What follows belongs to an exercise in optimizing a design on an open flow for small area and a short achievable clock period; a production flow would make more cautious choices. Function was checked by simulation only, so behaviour that the tests miss may differ from the original. Power is estimated from default activity; no workload was simulated.

## config.mk

```make
export PLATFORM = sky130hd
export DESIGN_NAME = cpu
export DESIGN_NICKNAME = cpu
export VERILOG_FILES = /design/flow/design.v
export SDC_FILE = /design/flow/constraint.sdc
export NUM_CORES = 4
export LEC_CHECK = 0
export CAP_MARGIN = 20
export CORE_MARGIN = 2
export CORE_UTILIZATION = 40
export SLEW_MARGIN = 20
```

## constraint.sdc

```tcl
create_clock -name core_clock -period 10.5 [get_ports {clk}]
set_input_delay 2.1000 -clock core_clock [delete_from_list [all_inputs] [get_ports {clk}]]
set_output_delay 2.1000 -clock core_clock [all_outputs]
set_load 0.01 [all_outputs]
```

## design.v

```verilog
module cpu (
  input clk, rst,
  output [15:0] MeAaddr, Baddr,
  output [15:0] MeMemResult,
  output [1:0] MeMemControl,
  input [15:0] AmemRead, BmemRead,
  output [175:0] registerValue
);
wire [15:0] nextPC, IfIR;
wire [3:0] registerS, registerM, IdRegisterT, MeRegisterT;
wire [15:0] ExCalResult, MeCalResult;
wire [15:0] IfPC, IdIR, IdPC;
wire [15:0] rs, rm;
wire t;
wire tWriteEnable, tToWrite;
wire [2:0] jumpControl;
wire [1:0] ExMemControl;
wire [15:0] originValueS, originValueM;
wire [15:0] sourceValueS, sourceValueM;
wire [3:0] ExRegisterT;
wire [15:0] ExAaddr;
PCadder pcAdder (
  clk, rst,
  nextPC,
  IfIR,
  rs,
  t,
  jumpControl,
  nextPC
);
instructionReader reader (
  clk, rst,
  nextPC,
  BmemRead,
  Baddr,
  IfIR
);
instructionDecoder decoder (
  clk, rst,
  IfIR,
  registerS, registerM, IdRegisterT,
  jumpControl
);
Register registerFile (
  clk, rst,
  registerS, registerM,
  tWriteEnable, tToWrite,
  MeRegisterT,
  MeCalResult,
  registerValue,
  originValueS, originValueM,
  t
);
flipflop #(16) IfPCFF (clk, rst, nextPC, IfPC);
flipflop #(16) IdIRFF (clk, rst, IfIR, IdIR);
flipflop #(4) ExRegisterTFF ( clk, rst, IdRegisterT, ExRegisterT );
flipflop #(4) MeRegisterTFF(clk, rst, ExRegisterT, MeRegisterT );
flipflop #(2) MeMemControlFF( clk, rst, ExMemControl, MeMemControl );
flipflop #(16) MeMemResultFF(clk, rst, ExCalResult, MeMemResult);
flipflop #(16) MeAaddrResultFF(clk, rst, ExAaddr, MeAaddr);
alu calculator (
  clk, rst,
  rs, rm,
  IfPC, IdIR,
  ExCalResult,
  tWriteEnable, tToWrite
);
memAddressCalculator addrCalculator(
  clk, rst,
  IdIR,
  rm,
  ExMemControl,
  ExAaddr
);
mux_B_buffered MeCalResultMux (
  clk, rst,
  MeMemControl[1],
  AmemRead,
  ExCalResult,
  MeCalResult
);
byPass MeIdByPassS (
  registerS,
  originValueS,
  MeRegisterT,
  MeCalResult,
  sourceValueS
);
byPass MeIdByPassM (
  registerM,
  originValueM,
  MeRegisterT,
  MeCalResult,
  sourceValueM
);
byPass ExIdByPassS (
  registerS,
  sourceValueS,
  ExRegisterT,
  ExCalResult,
  rs
);
byPass ExIdByPassM (
  registerM,
  sourceValueM,
  ExRegisterT,
  ExCalResult,
  rm
);
endmodule
module flipflop (clk, rst, in, out);
parameter width = 1;
input clk, rst;
input [width-1:0] in;
output reg [width-1:0] out;
reg [width-1:0] buffer;
always @ (negedge clk or negedge rst)
  if (!rst)
    buffer <= 0;
  else
    buffer <= in;
always @ (posedge clk or negedge rst)
  if (!rst)
    out <= 0;
  else
    out <= buffer;
endmodule
module mux_B_buffered (clk, rst, chooseA, opA, opB, result);
parameter width = 16;
input clk, rst, chooseA;
input [width-1:0] opA, opB;
output [width-1:0] result;
reg [width:0] opBbuffer;
always @ (negedge clk or negedge rst)
  if (!rst)
    opBbuffer <= 0;
  else
    opBbuffer <= opB;
assign result = chooseA? opA : opBbuffer;
endmodule
module byPass (
  input [3:0] sourceIndex,
  input [15:0] sourceValue,
  input [3:0] updateIndex,
  input [15:0] updateValue,
  output [15:0] selectedValue
);
assign selectedValue = updateIndex == sourceIndex? updateValue : sourceValue;
endmodule
module PCadder (
  input clk, rst,
  input [15:0] currentPCIn,
  input [15:0] instructionIn,
  input [15:0] rs,
  input t,
  input [2:0] jumpControl,
  output [15:0] nextPC
);
reg [15:0] currentPC;
localparam  IDLE = 3'b000,
  EQZ = 3'b001,
  NEZ = 3'b010,
  TEQZ = 3'b011,
  TNEZ = 3'b100,
  JUMP = 3'b101,
  DB = 3'b110;
reg [15:0] instruction, jumpPC;
reg jump;
wire [15:0] imm16s = {instruction[7] ? 8'hff : 8'h00, instruction[7:0]};
wire [15:0] imm16sfrom10 = {instruction[10] ? 5'b11111 : 5'b00000, instruction[10:0]};
always @ (negedge clk or negedge rst)
  if (!rst)
  begin
    instruction <= 16'h0800;
    currentPC <= 16'hffff;
  end
  else
  begin
    instruction <= instructionIn;
    currentPC <= currentPCIn;
  end
always @ (*)
begin
  jumpPC = 0;
  jump = 0;
  if (!rst)
  begin
    jumpPC = 0;
    jump = 0;
  end
  else
  begin
    case (jumpControl)
      EQZ:
        if (rs == 0)
        begin
          jumpPC = currentPC + imm16s;
          jump = 1;
        end
      NEZ:
        if (rs != 0)
        begin
          jumpPC = currentPC + imm16s;
          jump = 1;
        end
      TEQZ:
        if (t == 0)
        begin
          jumpPC = currentPC + imm16s;
          jump = 1;
        end
      TNEZ:
        if (t != 0)
        begin
          jumpPC = currentPC + imm16s;
          jump = 1;
        end
      JUMP:
        begin
          jumpPC = rs;
          jump = 1;
        end
      DB:
        begin
          jumpPC = currentPC + imm16sfrom10;
          jump = 1;
        end
      default: ;
    endcase
  end
end
assign nextPC = jump? jumpPC : currentPC + 1;
endmodule
module instructionReader (
  input clk, rst,
  input [15:0] currentPC,
  input [15:0] memRead,
  output reg [15:0] IRaddr,
  output reg [15:0] currentIR
);
always @ (negedge clk)
  IRaddr <= currentPC;
always @ (negedge rst or posedge clk)
  if (!rst)
    currentIR <= 16'h0800; 
  else
    currentIR <= memRead;
endmodule
module instructionDecoder (
  input clk, rst,
  input [15:0] instruction,
  output reg [3:0] id_registerX, id_registerY, id_registerZ,
  output reg [2:0] jumpControl
);
localparam  IDLE = 3'b000,
  EQZ = 3'b001,
  NEZ = 3'b010,
  TEQZ = 3'b011,
  TNEZ = 3'b100,
  JUMP = 3'b101,
  DB = 3'b110;
reg [15:0] instructionBuffer;
always @ (negedge clk or negedge rst)
  if (!rst)
    instructionBuffer <= 16'b0000100000000000;  
  else
    instructionBuffer <= instruction;
reg [3:0] x_n, y_n, z_n;
reg [2:0] jc_n;
always @ (*)
begin
  x_n = 0;
  y_n = 0;
  z_n = 4'hf;
  jc_n = 0;
    case (instructionBuffer[15:11])
      5'b00000:                          
      begin
        x_n = 4'b1001;             
        z_n = instructionBuffer[10:8];
      end
      5'b00010:                          
        jc_n = DB;
      5'b00100:                          
      begin
        x_n = instructionBuffer[10:8];
        jc_n = EQZ;
      end
      5'b00101:                          
      begin
        x_n = instructionBuffer[10:8];
        jc_n = NEZ;
      end
      5'b00110:                          
      begin
        x_n = instructionBuffer[7:5];
        z_n = instructionBuffer[10:8];
      end
      5'b01000:                          
      begin
        x_n = instructionBuffer[10:8];
        z_n = instructionBuffer[7:5];
      end
      5'b01001:                          
      begin
        x_n = instructionBuffer[10:8];
        z_n = instructionBuffer[10:8];
      end
      5'b01010:                          
        x_n = instructionBuffer[10:8];
      5'b01100:                          
        case (instructionBuffer[10:8])
          3'b000:                        
            jc_n = TEQZ;
          3'b001:                        
            jc_n = TNEZ;
          3'b011:                        
          begin
            x_n = 4'b1001;         
            z_n = 4'b1001;         
          end
          3'b100:                        
          begin
            x_n = instructionBuffer[7:5];
            z_n = 4'b1001;         
          end
        endcase
      5'b01101:                          
        z_n = instructionBuffer[10:8];
      5'b01111:                          
      begin
        x_n = instructionBuffer[7:5];
        z_n = instructionBuffer[10:8];
      end
      5'b10010:                          
      begin
        y_n = 4'b1001;             
        z_n = instructionBuffer[10:8];
      end
      5'b10011:                          
      begin
        y_n = instructionBuffer[10:8];
        z_n = instructionBuffer[7:5];
      end
      5'b11010:                          
      begin
        x_n = instructionBuffer[10:8];
        y_n = 4'b1001;             
      end
      5'b11011:                          
      begin
        x_n = instructionBuffer[7:5];
        y_n = instructionBuffer[10:8];
      end
      5'b11100:                          
      begin
        x_n = instructionBuffer[10:8];
        y_n = instructionBuffer[7:5];
        z_n = instructionBuffer[4:2];
      end
      5'b11101:                          
        case (instructionBuffer[4:0])
          5'b00000:                      
            case (instructionBuffer[7:5])
              3'b000:                    
              begin
                x_n = instructionBuffer[10:8];
                jc_n = JUMP;
              end
              3'b010:                    
                z_n = instructionBuffer[10:8];
            endcase
          5'b00110:                      
          begin
            x_n = instructionBuffer[7:5];
            y_n = instructionBuffer[10:8];
            z_n = instructionBuffer[7:5];
          end
          5'b00111:                      
          begin
            x_n = instructionBuffer[7:5];
            y_n = instructionBuffer[10:8];
            z_n = instructionBuffer[7:5];
          end
          5'b01010:                      
          begin
            x_n = instructionBuffer[7:5];
            y_n = instructionBuffer[10:8];
          end
          5'b01100:                      
          begin
            x_n = instructionBuffer[7:5];
            y_n = instructionBuffer[10:8];
            z_n = instructionBuffer[10:8];
          end
          5'b01101:                      
          begin
            x_n = instructionBuffer[7:5];
            y_n = instructionBuffer[10:8];
            z_n = instructionBuffer[10:8];
          end
        endcase
      5'b11110:                          
        case (instructionBuffer[0])
          1'b0:                          
          begin
            x_n = 4'b1000;         
            z_n = instructionBuffer[10:8];
          end
          1'b1:                          
          begin
            x_n = instructionBuffer[10:8];
            z_n = 4'b1000;         
          end
        endcase
      default:
      begin
        x_n = 0;
        y_n = 0;
        z_n = 4'hF;
        jc_n = 0;
      end
    endcase
end
always @ (posedge clk or negedge rst)
  if (!rst)  
  begin
    id_registerX <= 0;
    id_registerY <= 0;
    id_registerZ <= 4'hf;
    jumpControl <= 0;
  end
  else
  begin
    id_registerX <= x_n;
    id_registerY <= y_n;
    id_registerZ <= z_n;
    jumpControl <= jc_n;
  end
endmodule
module Register (
  input clk, rst,
  input [3:0] readIndexS, readIndexM,
  input tWriteEnable, tToWrite,
  input [3:0] writeIndex,
  input [15:0] dataToWrite,
  output [175:0] registersVGA,
  output [15:0] readResultS, readResultM,
  output tResuit
);
wire [15:0] registers [0:4'b1010];
reg tHold;
assign registersVGA = {
  registers[0],
  registers[1],
  registers[2],
  registers[3],
  registers[4],
  registers[5],
  registers[6],
  registers[7],
  registers[8],
  registers[9],
  registers[10]
  };
assign readResultS = readIndexS <= 10 ? registers[readIndexS] : 16'h0000;
assign readResultM = readIndexM <= 10 ? registers[readIndexM] : 16'h0000;
assign tResuit = tWriteEnable ? tHold : tToWrite;
always @ (posedge clk or negedge rst)
  if (!rst)
    tHold <= 0;
  else
    tHold <= tResuit;
genvar i;
generate
  for (i = 0; i <= 10; i = i + 1)
  begin : regs
    reg [15:0] q;
    always @ (negedge clk or negedge rst)
      if (!rst)
        q <= 0;
      else if (writeIndex == i)
        q <= dataToWrite;
    assign registers[i] = q;
  end
endgenerate
endmodule
module alu(
  input clk, rst,
  input[15:0] opXin, opYin,
  input[15:0] currentPCIn, instructionIn,
  output reg[15:0] res,
  output reg t_written, t
);
reg [15:0] currentPC, instruction, opX, opY;
wire[15:0] imm16 = {8'd0, instruction[7:0]};
wire[15:0] imm16s = { {8{instruction[7]}}, instruction[7:0]};
wire[15:0] imm16from4s = { {12{instruction[3]}}, instruction[3:0]};
wire[3:0] shift_imm4 = instruction[4:2] ? instruction[4:2] : 8;
always @ (negedge clk or negedge rst)
begin
  if (!rst)
  begin
    currentPC <= 0;
   instruction <= 16'b0000100000000000;  
   opX <= 0;
   opY <= 0;
  end
  else
  begin
    currentPC <= currentPCIn;
   instruction <= instructionIn;
   opX <= opXin;
   opY <= opYin;
  end
end
reg [15:0] res_n;
reg tw_n, t_n;
always @ (*)
begin
  tw_n = 1;
  t_n = 0;
  res_n = 0;
    case (instruction[15:11])
      5'b00000:                          
        res_n = opX + imm16s;
      5'b00110:                          
        case (instruction[1:0])
          2'b00:   res_n = opX << shift_imm4;   
          2'b10:   res_n = opX >> shift_imm4;   
          2'b11:   res_n = opX >>> shift_imm4;  
        endcase
      5'b01000:                          
        res_n = opX + imm16from4s;
      5'b01001:                          
        res_n = opX + imm16s;
      5'b01010:                          
      begin
        tw_n = 0;
        t_n = $signed(opX) < imm16s;
      end
      5'b01100:                          
        case (instruction[10:8])
          3'b011:                        
            res_n = opX + imm16s;
          3'b100:                        
            res_n = opX;
        endcase
      5'b01101:                          
        res_n = imm16;
      5'b01111:                          
        res_n = opX;
      5'b11010:                          
        res_n = opX;
      5'b11011:                          
        res_n = opX;
      5'b11100:                          
        case (instruction[1:0])
          2'b01:   res_n = opX + opY;            
          2'b11:   res_n = opX - opY;            
        endcase
      5'b11101:                          
        case (instruction[4:0])
          5'b00000:                      
            case (instruction[7:5])
              3'b010:                    
                res_n = currentPC;
            endcase
          5'b00010:                      
          begin
            tw_n = 0;
            t_n = $signed(opX) < $signed(opY);
          end
          5'b00110:                      
            res_n = opX >> opY;
          5'b00111:                      
            res_n = opX >>> opY;
          5'b01010:                      
          begin
            tw_n = 0;
            t_n = opX != opY;
          end
          5'b01100:                      
            res_n = opX & opY;
          5'b01101:                      
            res_n = opX | opY;
        endcase
      5'b11110:                          
        case (instruction[0])
          1'b0:                          
            res_n = opX;
          1'b1:                          
            res_n = opX;
        endcase
    endcase
end
always @(posedge clk or negedge rst)
  if (!rst)  
  begin
    t_written <= 1;
    t <= 0;
    res <= 0;
  end
  else
  begin
    t_written <= tw_n;
    t <= t_n;
    res <= res_n;
  end
endmodule
module memAddressCalculator (
  input clk, rst,
  input [15:0] instructionIn,
  input [15:0] opMem,
  output reg [1:0] memControl,
  output reg [15:0] memAddr
);
wire [15:0] imm16sfrom5, imm16sfrom8;
reg [15:0] instruction, rm;
assign imm16sfrom5 = { {11{instruction[4]}}, instruction[4:0]};
assign imm16sfrom8 = { {8{instruction[7]}}, instruction[7:0]};
always @ (negedge clk or negedge rst)
  if (!rst)
  begin
    instruction <= 16'b0000100000000000;
    rm <= 0;
  end
  else
  begin
    instruction <= instructionIn;
    rm <= opMem;
  end
reg [15:0] addr_n;
reg [1:0] ctl_n;
always @ (*)
begin
  addr_n = 16'hFFFF;
  ctl_n = 2'b00;
    case (instruction[15:11])
      5'b10010:                          
      begin
        addr_n = rm + imm16sfrom8;
        ctl_n = 2'b10;  
      end
      5'b10011:                          
      begin
        addr_n = rm + imm16sfrom5;
        ctl_n = 2'b10;  
      end
      5'b11010:                          
      begin
        addr_n = rm + imm16sfrom8;
        ctl_n = 2'b01;  
      end
      5'b11011:                          
      begin
        addr_n = rm + imm16sfrom5;
        ctl_n = 2'b01;  
      end
    endcase
end
always @ (posedge clk or negedge rst)
  if (!rst)
  begin
    memAddr <= 16'hFFFF;
    memControl <= 2'b00;
  end
  else
  begin
    memAddr <= addr_n;
    memControl <= ctl_n;
  end
endmodule
```

## run.sh

```bash
#!/bin/bash
# synth_recipe.tcl (not shown) runs the flow's synth.tcl, then flattens the netlist and writes it again
# the make line also repeats each setting of config.mk as NAME=value (left out here)
make -C /OpenROAD-flow-scripts/flow DESIGN_CONFIG=/design/flow/config.mk WORK_HOME=/design/flow/orfs CLKGATE_MAP_FILE= SYNTH_SCRIPT=/design/flow/synth_recipe.tcl finish
```

==> impl_results.md <==
* Crit Reg-Reg Startpoint: decoder.id_registerX[3]
* Data required time of the worst path at 5.76 ns
* Most frequent cells after synthesis: a21oi_1 (383), nor2_1 (340), dfrtn_1 (313)
* Initial antenna violation count at 4
* FFs w/ async S/R, synth at 0.967
* DRC at 0
* Largest net degree at the start of global routing at roughly 140
* Number of flops mapped to enable cells by yosys at 0
* Row count at between 90 and 100
* Worst-path fanout max at 7
* R2r setup slk at roughly 0.90 ns
* # Max-Cap Violations at 0
* Clock Power Share at 0.208
* CTS tree: yes
* Die X at about 270 um
* Syn Nets at between 3000 and 4000
* Overall routing resource usage at 0.338
* Num CTS Buffers at 53
* Sw Share at 0.432
* Worst vdd ir at around 0.00022 V
* Vias in the first global route at about 25000
* Final Setup Violations at 0
* 1st-iter DRT viols at ~2900
* Placer Congestion at about 1.1
* Clock transition at path regs at approximately 0.040 ns
* Most frequent cell after synthesis: a21oi_1
* Largest reg by FF count: registerFile.regs.q
* Placed Area at 31300 um2
* I/O Pins at 260
* Layout Skew at 0.0638 ns
* End of the worst register-to-register path: reader.IRaddr[14]
* Post-DR vias/cell at 6.08
* Post-cts sizing count at 0
* Syn_area_per_cell at 9.13 um2
* PortBufs at between 200 and 300
* Largest cells by area after synthesis: dfrtn_1 (29%), dfrtp_1 (11%), a21oi_1 (7.0%)
* Routed vias at between 20000 and 30000
* Slew HR at 0.283
* Area leader, netlist: dfrtn_1
* Switching power at 4.24 mW
* Synthesized area at approximately 27000 um2
* Comb power frac at 0.435
* Pwr dens at just under 300 nW/um2
* Routed Antenna Nets at 0
* Clock sink count at 489
* Sequential power share at 0.358
* Hold Vio Cnt, Final at 0
* DP Worst Slack at slightly above 0.04 ns
* Status: complete, no violations
* Setup CP Type: input pin to register
* CP max stage cell: or4_4
* Crit path arrival time at 5.10 ns
* Clk buf depth at 3
* Worst hold stages at 2
* Core Footprint at between 60000 and 70000 um2
* Cells after Synth at 2997
* Setup tns final at 0 ns
* Final WL at ~120000 um
* Global route overflow at 0
* Full die area at ~70000 um2
* Ys Warns at 10
* Skew-Pair Late Insertion Delay at between 0.6 and 0.7 ns
* Area growth syn-to-layout at 21.6%
* CP startpoint kind: input pin
* R2R depth at 14
* Sequential share of the synthesized area at 0.446
* Lkg Pwr at between 10 and 15 nW
* First-pass GRT wire length at 175000 um
* Fill cell count at 6255
* Finished Cell Area at around 33000 um2
* Hold buffer count at cts at 0
* CP cell instances: clkdlybuf4s50_1 > mux2i_1 > buf_4 > inv_1 > nand3_1 > o221ai_1 > or4_4 > nor4_4 > nand3_2 > mux2i_2 > buf_4 > a21oi_1 > mux2i_1
* Top-area cell type share of the netlist area at 0.286
* RSZ-0062 raised after global routing: no
* Cell variety after synth at ~90
* Top FF cell, synth: dfrtn_1
* Root buffer cell: clkbuf_16
* Layout cell share with drive strength beyond 1 at 0.0947
* Pint at between 5 and 6 mW
* Hold endpoint: registerFile.regs[7].q[2]
* Slew Viols, Final at 0
* Synth Register Bits at roughly 490
* Routed len/inst at approximately 29 um
* Class of the worst hold path: register to register
* Worst hold start: registerFile.regs[7].q[2]
* Layout Nets at 3439
* Number of flip-flops in the largest register at around 180
* Htree depth at 2
* HPWL after DPL at a little over 90000 um
* Slowest stage delay, CP at 0.59 ns
* CP endpoint kind: register
* Post-CTS Setup Bufs at 0
* DR pass1 iterations at 8
* Fin worst setup slack at 0.661 ns
* Worst-Margin Slew at ~1.1 ns
* Die Height at 266 um
* Starting Density at 0.405
-- final cells by class --
type / count / area (um2) / share of cell area
Multi-Input combinational cell: 2198 / 14000 / 0.421
Antenna cell: 1 / 2.50 / 0.0000752
Clock buffer: 72 / 1570 / 0.0470
Inverter: 113 / 424 / 0.0127
Timing Repair Buffer: 383 / 3580 / 0.107
Tap cell: 873 / 1090 / 0.0328
Sequential cell: 489 / 12200 / 0.367
Clock inverter: 59 / 423 / 0.0127
-- stage by stage --
step | cells | total power [mW] | hold slack (ns) | util
floorplan | 2997 | 5.38 | 0.489 | -
global placement | 4057 | 7.70 | 0.517 | 0.464
detailed placement | 4057 | 7.71 | 0.539 | 0.464
CTS | 4187 | 9.79 | 0.536 | 0.493
global route | 4187 | 10.3 | 0.554 | 0.493
finish | 4188 | 9.82 | 0.538 | 0.493
-- worst max-delay path: cells and delay by family --
family          cells  cell delay [ns]
buf+inv             4             0.84
compound gates      2             0.20
mux                 3             0.88
simple gates        4             1.07
-- kinds of logic (layout without fill, tap and decap cells) --
kind of cell | count (synthesis) | in the layout | share of synthesized area
XOR/XNOR | 102 | 102 | 0.0326
multiplexers | 94 | 94 | 0.0388
adder cells (fa/ha/maj) | 133 | 133 | 0.0622
flip-flops | 489 | 489 | 0.446
other | 0 | 1 | 0
AND/OR/NAND/NOR | 891 | 891 | 0.148
AO/OA/AOI/OAI | 978 | 978 | 0.227
buffers and inverters | 310 | 627 | 0.0454
-- placed cells by master, fill, tap and decap left out, types with 11 or more instances in the layout --
master           count
nand2_1            259
o22ai_1             22
nand2b_1            40
mux2i_1             70
o31ai_1             11
nor3_1              54
a221oi_1            41
a21oi_1            383
o21ai_0            162
a22o_1              37
xnor2_1             62
nand4_1             14
ha_1               128
o21a_1              19
o211ai_1            18
dfxtp_1             16
a31oi_1             41
a211oi_1            20
clkdlybuf4s50_1    258
xor2_1              40
dfstp_2             40
a22oi_1             41
dfrtp_1            117
o221ai_1            30
or3_1               18
nor2b_1             30
mux2_2              12
and3_1              21
nor4_1              11
a222oi_1            19
o21bai_1            15
nor2_1             336
inv_1              143
nand3_1             45
clkbuf_16           59
a221o_1             14
dfrtn_1            313
a21o_1              31
buf_4              120
-- worst max-delay path by stage --
stage | startpoint | endpoint | slack, ns
floorplan | AmemRead[11] | reader.IRaddr[11] | 0.91
finish | AmemRead[11] | reader.IRaddr[14] | 0.66
global placement | AmemRead[11] | reader.IRaddr[14] | 0.14
global route | AmemRead[11] | reader.IRaddr[14] | 0.45
detailed placement | AmemRead[11] | reader.IRaddr[14] | 0.04
CTS | AmemRead[11] | reader.IRaddr[14] | 0.67
-- metal layers --
metal	up-vias	track usage	part of all wire
met2	1148	0.549	0.47
met3	222	0.0498	0.069
met5	-	0	0.00012
met4	2	0.149	0.049
li1	11300	-	-
met1	12800	0.450	0.42
-- power by group through the flow --
stage	Combinational [mW]	Clock, mW	Sequential, mW
2_1_floorplan	2.16	0.0204	3.20
3_3_place_gp	4.15	0.0204	3.52
5_1_grt	4.59	2.17	3.55
4_1_cts	4.22	2.08	3.49
3_5_place_dp	4.19	0.0204	3.50
6_report	4.27	2.04	3.51
